Background: an optimization exercise with open tools, aiming at small area. Do not read the settings as production practice.
The RTL was checked by simulation tests, not by an equivalence proof against the original design.
The flow treats the clock pin as an ideal source, which a real chip does not have.
Power and IR drop assume default switching activity.

Setup of run 1:
==> flow/design.v <==
`timescale 1ns / 1ps
module FreqCounter(
    input mclk,
    input rst,
    input signal,
    output [15:0] freq
);
reg [15:0] lr;       
wire [15:0] lfsr = lr ^ 16'haaaa;
reg [12:0] fc;       
reg        old;
reg [2:0]  av;
reg [14:0] sa;
reg [14:0] sm;
reg        p;
reg        m;        
reg [14:0] fq;       
wire gate_end = ({lfsr[15:11], lfsr[8:0]} == {5'b01100, 9'b110001011});
wire e = signal ^ old;
wire in6 = (av == 3'd6);
wire fin = gate_end & in6;
wire [13:0] fci;
inc #(13) i0(.a(fc), .ci(e), .s(fci));
wire wrap = fci[13];
wire [12:0] fcn = fci[12:0];
wire [15:0] sai;
inc #(15) i1(.a(sa), .ci(e), .s(sai));
wire [14:0] san = {sai[14:13] - wrap, sai[12:0]};
wire [15:0] smi;
inc #(15) i2(.a(sm), .ci(in6 ? e & p : e), .s(smi));
wire [14:0] smn = {smi[14:12] - (wrap ? (in6 ? 3'd1 : 3'd2) : 3'd0), smi[11:0]};
always @(posedge mclk) begin
    if (rst) begin
        lr <= 16'haaaa; fc <= 0; old <= 0; av <= 0; sa <= 0; sm <= 0; p <= 0; m <= 0; fq <= 0;
    end else begin
        old <= signal;
        lr <= (gate_end ? 16'd0 : {lfsr[14:0], ~(lfsr[15] ^ lfsr[12])}) ^ 16'haaaa;
        fc  <= gate_end ? 13'd0 : fcn;
        if (gate_end)
            av <= av + 3'd1;
        m <= fin;
        sa <= m ? {14'd0, e} : san;
        if (fin) begin
            sm <= {3'd0, fcn[12:1]};
            p <= fcn[0];
        end else begin
            sm <= smn;
            if (in6)
                p <= p ^ e;
        end
        if (fin)
            fq <= smn;
        else if (m)
            fq <= sa;
    end
end
assign freq = {1'b0, fq};
endmodule
module inc #(parameter W = 8) (input [W-1:0] a, input ci, output [W:0] s);
wire [W:0] c;
assign c[0] = ci;
genvar i;
generate for (i = 0; i < W; i = i + 1) begin : g
    assign s[i] = a[i] ^ c[i];
    assign c[i+1] = a[i] & c[i];
end endgenerate
assign s[W] = c[W];
endmodule
export LEC_CHECK = 0
export CAP_MARGIN = 5
export CORE_MARGIN = 2
export CORE_UTILIZATION = 70
export SLEW_MARGIN = 5
create_clock -name core_clock -period 10.0 [get_ports {mclk}]
standard.sh (not shown) runs the stock make flow with config.mk's settings and CLKGATE_MAP_FILE= SYNTH_SCRIPT=/design/flow/synth_recipe.tcl, a recipe that flattens the netlist after the stock synthesis.
==> flow/flow/run.sh <==
#!/bin/bash
# Standard ORFS layout, with three changes made through the flow's own
# variables and hooks:
#  - the port buffers are buf_1 cells;
#  - CTS builds the clock tree from clkbuf_4 cells without dummy loads;
#  - after CTS, flow/downsize.tcl moves logic cells to a smaller drive strength
#    wherever timing, slew and capacitance still hold with margin.
set -euo pipefail
export BUFFER_PORTS_ARGS="-buffer_cell sky130_fd_sc_hd__buf_1"
export CTS_ARGS="-sink_clustering_enable -repair_clock_nets -buf_list sky130_fd_sc_hd__clkbuf_4 -dont_use_dummy_load"
export POST_CTS_TCL="$PWD/flow/downsize.tcl"
bash standard.sh finish > standard_flow.log 2>&1
==> flow/flow/downsize.tcl <==
# Downsize logic cells to drive strength 1 where timing, slew and
# capacitance still hold with margin.
proc ds_ok {} {
  estimate_parasitics -placement
  if {[sta::worst_slack_cmd max] < 0.5e-9} { return 0 }
  if {[sta::worst_slack_cmd min] < 0.05e-9} { return 0 }
  if {[sta::max_slew_violation_count] > 0} { return 0 }
  if {[sta::max_capacitance_violation_count] > 0} { return 0 }
  if {[sta::max_slew_check_slack_limit] < 0.08} { return 0 }
  if {[sta::max_capacitance_check_slack_limit] < 0.08} { return 0 }
  return 1
}
set db [ord::get_db]
set block [ord::get_db_block]
set n 0; set saved 0.0
if {![ds_ok]} { puts "downsize: design not clean before, skipping" } else {
foreach inst [$block getInsts] {
  set m [$inst getMaster]
  set name [$m getName]
  if {![regexp {^(sky130_fd_sc_hd__[a-z0-9]+)_([0-9]+)$} $name -> base drv]} continue
  if {$drv <= 1} continue
  if {[regexp {clkbuf|clkinv|clkdly|dfxtp|dfrtp|tap|fill|decap|conb|dlygate} $base]} continue
  set old_area [expr {[$m getWidth] * [$m getHeight]}]
  foreach d {0 1 2 4} {
    if {$d >= $drv} break
    set cand [$db findMaster ${base}_$d]
    if {$cand eq "NULL" || $cand eq ""} continue
    if {[$cand getWidth] >= [$m getWidth]} continue
    $inst swapMaster $cand
    if {[ds_ok]} {
      incr n
      set saved [expr {$saved + ($old_area - [$cand getWidth] * [$cand getHeight]) / 1e6}]
      puts "downsize: [$inst getName] $name -> [$cand getName]"
      break
    }
    $inst swapMaster $m
  }
}
}
estimate_parasitics -placement
puts "downsize: $n cells, [format %.1f $saved] um2"
Setup changes, run 1 to run 2
==> flow/flow/run.sh <==
#!/bin/bash
# Standard ORFS layout, with two changes made through the flow's own variables:
# the port buffers are buf_1 cells, and CTS builds the clock tree from
# clkbuf_4 cells without dummy loads.
set -euo pipefail
export BUFFER_PORTS_ARGS="-buffer_cell sky130_fd_sc_hd__buf_1"
export CTS_ARGS="-sink_clustering_enable -repair_clock_nets -buf_list sky130_fd_sc_hd__clkbuf_4 -dont_use_dummy_load"
bash standard.sh finish > standard_flow.log 2>&1
diff --git a/flow/config.mk b/flow/config.mk
--- a/flow/config.mk
+++ b/flow/config.mk
@@ -8 +8 @@
-export CAP_MARGIN = 5
+export CAP_MARGIN = 20
@@ -11 +11 @@
-export SLEW_MARGIN = 5
+export SLEW_MARGIN = 20
removed: flow/flow/downsize.tcl
Notes after the runs:
- The clock skew was comparable across run 1 and run 2.
- [run 2 vs run 1] combinational power share: higher in run 2
- As far as hold slack is concerned, run 1 and run 2 perform about the same.
- Going from run 1 to run 2, worst supply voltage drop on vdd increased about 0.7%; max-slew headroom at the worst pin comparable; share of final layout cell area taken by clock buffers and inverters held steady; first-pass GRT wire length moved down; area growth from synthesis to final layout grew by 4.4 points.
- Relative to run 1, the final cell area excluding filler cells measured on run 2 has increased by a few percent.
- Comparing run 1 and run 2, the higher violation count after the first detailed-routing iteration is on run 2.
Edits applied to the flow inputs when going from run 2 to run 3:
==> flow/flow/run.sh <==
#!/bin/bash
# Standard ORFS layout, with three changes made through the flow's own
# variables and hooks:
#  - the port buffers are buf_1 cells;
#  - CTS builds the clock tree from clkbuf_4 cells without dummy loads;
#  - after CTS, flow/downsize.tcl moves logic cells to a smaller drive strength
#    wherever timing, slew and capacitance still hold with margin.
set -euo pipefail
export BUFFER_PORTS_ARGS="-buffer_cell sky130_fd_sc_hd__buf_1"
export CTS_ARGS="-sink_clustering_enable -repair_clock_nets -buf_list sky130_fd_sc_hd__clkbuf_4 -dont_use_dummy_load"
export POST_CTS_TCL="$PWD/flow/downsize.tcl"
bash standard.sh finish > standard_flow.log 2>&1
==> flow/flow/downsize.tcl (new file) <==
# Downsize logic cells to drive strength 1 where timing, slew and
# capacitance still hold with margin.
proc ds_ok {} {
  estimate_parasitics -placement
  if {[sta::worst_slack_cmd max] < 0.5e-9} { return 0 }
  if {[sta::worst_slack_cmd min] < 0.05e-9} { return 0 }
  if {[sta::max_slew_violation_count] > 0} { return 0 }
  if {[sta::max_capacitance_violation_count] > 0} { return 0 }
  if {[sta::max_slew_check_slack_limit] < 0.15} { return 0 }
  if {[sta::max_capacitance_check_slack_limit] < 0.15} { return 0 }
  return 1
}
set db [ord::get_db]
set block [ord::get_db_block]
set n 0; set saved 0.0
if {![ds_ok]} { puts "downsize: design not clean before, skipping" } else {
foreach inst [$block getInsts] {
  set m [$inst getMaster]
  set name [$m getName]
  if {![regexp {^(sky130_fd_sc_hd__[a-z0-9]+)_([0-9]+)$} $name -> base drv]} continue
  if {$drv <= 1} continue
  if {[regexp {clkbuf|clkinv|clkdly|dfxtp|dfrtp|tap|fill|decap|conb|dlygate} $base]} continue
  set old_area [expr {[$m getWidth] * [$m getHeight]}]
  foreach d {0 1 2 4} {
    if {$d >= $drv} break
    set cand [$db findMaster ${base}_$d]
    if {$cand eq "NULL" || $cand eq ""} continue
    if {[$cand getWidth] >= [$m getWidth]} continue
    $inst swapMaster $cand
    if {[ds_ok]} {
      incr n
      set saved [expr {$saved + ($old_area - [$cand getWidth] * [$cand getHeight]) / 1e6}]
      puts "downsize: [$inst getName] $name -> [$cand getName]"
      break
    }
    $inst swapMaster $m
  }
}
}
estimate_parasitics -placement
puts "downsize: $n cells, [format %.1f $saved] um2"
diff --git a/flow/config.mk b/flow/config.mk
--- a/flow/config.mk
+++ b/flow/config.mk
@@ -10 +10,2 @@
-export CORE_UTILIZATION = 70
+export CORE_UTILIZATION = 85
+export PLACE_DENSITY = 0.9
Results
Power density over the cells came out higher on run 3 than on run 2. Of run 3 and run 2, run 2 shows the higher design area, with run 3 below it. Compared with run 2, placement density in the core of run 3 is higher.
> inputs changed (run 3 -> run 4)
diff --git a/flow/config.mk b/flow/config.mk
--- a/flow/config.mk
+++ b/flow/config.mk
@@ -10,2 +10 @@
-export CORE_UTILIZATION = 85
-export PLACE_DENSITY = 0.9
+export CORE_UTILIZATION = 70
==> notes.md <==
- Taking run 3 as the reference, in run 4 detailed placement HPWL has decreased, count of sequential standard cells closely matched the old numbers.
- Delta(transition at the pin with the smallest max-transition slack, run 4 - run 3) > 0
- Taking run 3 as the reference, in run 4 final critical-path required period saw a decrease; utilization of the core after routing fell 14 points; clock group share of total power now smaller.
- The setup slack of run 4 is larger than that of run 3.
- Compared with run 3, in run 4 routed wire length dropped 12%, total power lower, met3 track demand over resource in global routing decreased 6.4 points.

---

job 2690:
Another version of the RTL of FreqCounter (not shown whole).
Size: ~320 cells after synthesis, ~80 flip-flops, roughly 3400 um2 of cells after synthesis.
clock: 10.0 ns
lec_check: 0
cap_margin: 20
core_margin: 2
core_utilization: 40
slew_margin: 20
run.sh (not shown) runs the stock make flow with config.mk's settings and CLKGATE_MAP_FILE= SYNTH_SCRIPT=/design/flow/synth_recipe.tcl, a recipe that flattens the netlist after the stock synthesis.
Stock flow here: none of the scripts above is used.
--- input diff job 2690..job 7794 ---
# job 2690
export LEC_CHECK = 0
export CAP_MARGIN = 20
export CORE_MARGIN = 2
export CORE_UTILIZATION = 40
export SLEW_MARGIN = 20
create_clock -name core_clock -period 10.0 [get_ports {mclk}]
# job 7794
export LEC_CHECK = 0
export CAP_MARGIN = 20
export CORE_MARGIN = 2
export CORE_UTILIZATION = 70
export CTS_BUF_LIST = sky130_fd_sc_hd__clkbuf_4
export CTS_CLUSTER_DIAMETER = 100
export CTS_CLUSTER_SIZE = 20
export SLEW_MARGIN = 20
create_clock -name core_clock -period 10.0 [get_ports {mclk}]
--- outcome ---
- Between job 7794 and job 2690, clock network fraction of total power is lower for job 7794, job 2690 comes in above that.
- Compared to job 2690, job 7794 leaves less free space in the core.
- Job 2690 → job 7794: total design power now smaller; final instance area dropped 3.7%.
Modified inputs, job 2496 compared to job 7794
# job 7794
export LEC_CHECK = 0
export CAP_MARGIN = 20
export CORE_MARGIN = 2
export CORE_UTILIZATION = 70
export CTS_BUF_LIST = sky130_fd_sc_hd__clkbuf_4
export CTS_CLUSTER_DIAMETER = 100
export CTS_CLUSTER_SIZE = 20
export SLEW_MARGIN = 20
create_clock -name core_clock -period 10.0 [get_ports {mclk}]
# job 2496
export LEC_CHECK = 0
export CAP_MARGIN = 20
export CORE_MARGIN = 2
export CORE_UTILIZATION = 70
export CTS_BUF_LIST = sky130_fd_sc_hd__clkbuf_8
export CTS_CLUSTER_DIAMETER = 200
export CTS_CLUSTER_SIZE = 30
export SLEW_MARGIN = 20
create_clock -name core_clock -period 10.0 [get_ports {mclk}]
Results
- Summary of job 2496 over job 7794: share of total power in combinational logic moved down, count of clock-buffer cells in the layout moved up, power moved up, relative slew slack moved down.
For job 2242, these inputs were changed with respect to job 2496:
# job 2496
export LEC_CHECK = 0
export CAP_MARGIN = 20
export CORE_MARGIN = 2
export CORE_UTILIZATION = 70
export CTS_BUF_LIST = sky130_fd_sc_hd__clkbuf_8
export CTS_CLUSTER_DIAMETER = 200
export CTS_CLUSTER_SIZE = 30
export SLEW_MARGIN = 20
create_clock -name core_clock -period 10.0 [get_ports {mclk}]
# job 2242
export LEC_CHECK = 0
export CAP_MARGIN = 20
export CORE_MARGIN = 2
export CORE_UTILIZATION = 40
export CTS_BUF_LIST = sky130_fd_sc_hd__clkbuf_4
export SLEW_MARGIN = 20
create_clock -name core_clock -period 10.0 [get_ports {mclk}]
==> comparison <==
- Instance count on the critical path (lower): job 2242
- Job 2242 vs. job 2496: final critical-path required period has decreased; count of clock-net buffers in the final layout has decreased; share of total power consumed by net switching has increased.
- Comparing job 2496 with job 2242, the logic gate share of total power came out essentially unchanged.
- Between job 2242 and job 2496, it is job 2242 whose wire length is lower, by about 6%.
Relative to job 2242, the following input files were edited for job 6015:
# job 2242
export LEC_CHECK = 0
export CAP_MARGIN = 20
export CORE_MARGIN = 2
export CORE_UTILIZATION = 40
export CTS_BUF_LIST = sky130_fd_sc_hd__clkbuf_4
export SLEW_MARGIN = 20
create_clock -name core_clock -period 10.0 [get_ports {mclk}]
# job 6015
export LEC_CHECK = 0
export CAP_MARGIN = 20
export CORE_MARGIN = 2
export CORE_UTILIZATION = 70
export SLEW_MARGIN = 20
create_clock -name core_clock -period 10.0 [get_ports {mclk}]
==> flow/flow/run.sh (new file) <==
#!/bin/bash
# Standard ORFS layout, with two changes made through the flow's own variables:
# the port buffers are buf_1 cells, and CTS builds the clock tree from
# clkbuf_4 cells without dummy loads.
set -euo pipefail
export BUFFER_PORTS_ARGS="-buffer_cell sky130_fd_sc_hd__buf_1"
export CTS_ARGS="-sink_clustering_enable -repair_clock_nets -buf_list sky130_fd_sc_hd__clkbuf_4 -dont_use_dummy_load"
bash standard.sh finish > standard_flow.log 2>&1
==> flow/standard.sh (new file) <==
#!/bin/bash
# synth_recipe.tcl (not shown) runs the flow's synth.tcl, then flattens the netlist and writes it again
# the make line also repeats each setting of config.mk as NAME=value (left out here)
make -C /OpenROAD-flow-scripts/flow DESIGN_CONFIG=/design/flow/config.mk WORK_HOME=/design/flow/orfs CLKGATE_MAP_FILE= SYNTH_SCRIPT=/design/flow/synth_recipe.tcl "${@:-finish}"
removed: flow/run.sh
Notes after the runs:
When job 6015 is set beside job 2242, its design internal power turns out to be 14% smaller. Summary — total routed wirelength, job 6015 relative to job 2242: higher, by about 1.4%. met1 layer wirelength in the final routing sits lower in job 6015 than in job 2242. Site row count: job 6015 vs job 2242 down 24%. Compared with job 2242, job 6015 degrades first-iteration DRC count. In job 6015 the global-route usage over all layers turned out 9.0 points higher than in job 2242. Worst hold-check slack came out higher on job 6015 than on job 2242.

## afterwards: timing with drivers on the ports
How much do the figures lean on ideal ports? The routed layouts below were timed once more, with nothing changed but the port constraints.
Step 1, drivers: a clkbuf_16 drives mclk and a buf_2 each remaining input, both assumed.
Step 2 moves the port delays by t, midway between the first and last clock arrival at a register: inputs arrive t later, outputs are due t later. That takes back most of the time a late clock gives input paths.
a / b / c = ideal / step 1 / step 2; a / b = the first two.
| run | t, ns | setup WS [ns] | cell pins on the clock port's net |
|---|---|---|---|
| run 1 | 0.423 | 3.988 / 3.993 / 3.570 | 1 |
| run 2 | 0.424 | 3.974 / 3.979 / 3.554 | 1 |
| run 3 | 0.438 | 3.870 / 3.875 / 3.437 | 1 |
| run 4 | 0.423 | 3.988 / 3.993 / 3.570 | 1 |
| job 2690 | 0.360 | 3.544 / 3.552 / 3.191 | 1 |
| job 7794 | 0.428 | 3.620 / 3.623 / 3.195 | 1 |
| job 2496 | 0.374 | 3.543 / 3.552 / 3.177 | 1 |
| job 2242 | 0.434 | 3.628 / 3.635 / 3.201 | 1 |
| job 6015 | 0.430 | 3.916 / 3.922 / 3.491 | 1 |
After both steps every run listed still meets setup and hold. The setup slack of run 3, which loses most, moves by +0.005 ns with the drivers and by -0.433 ns with both steps.
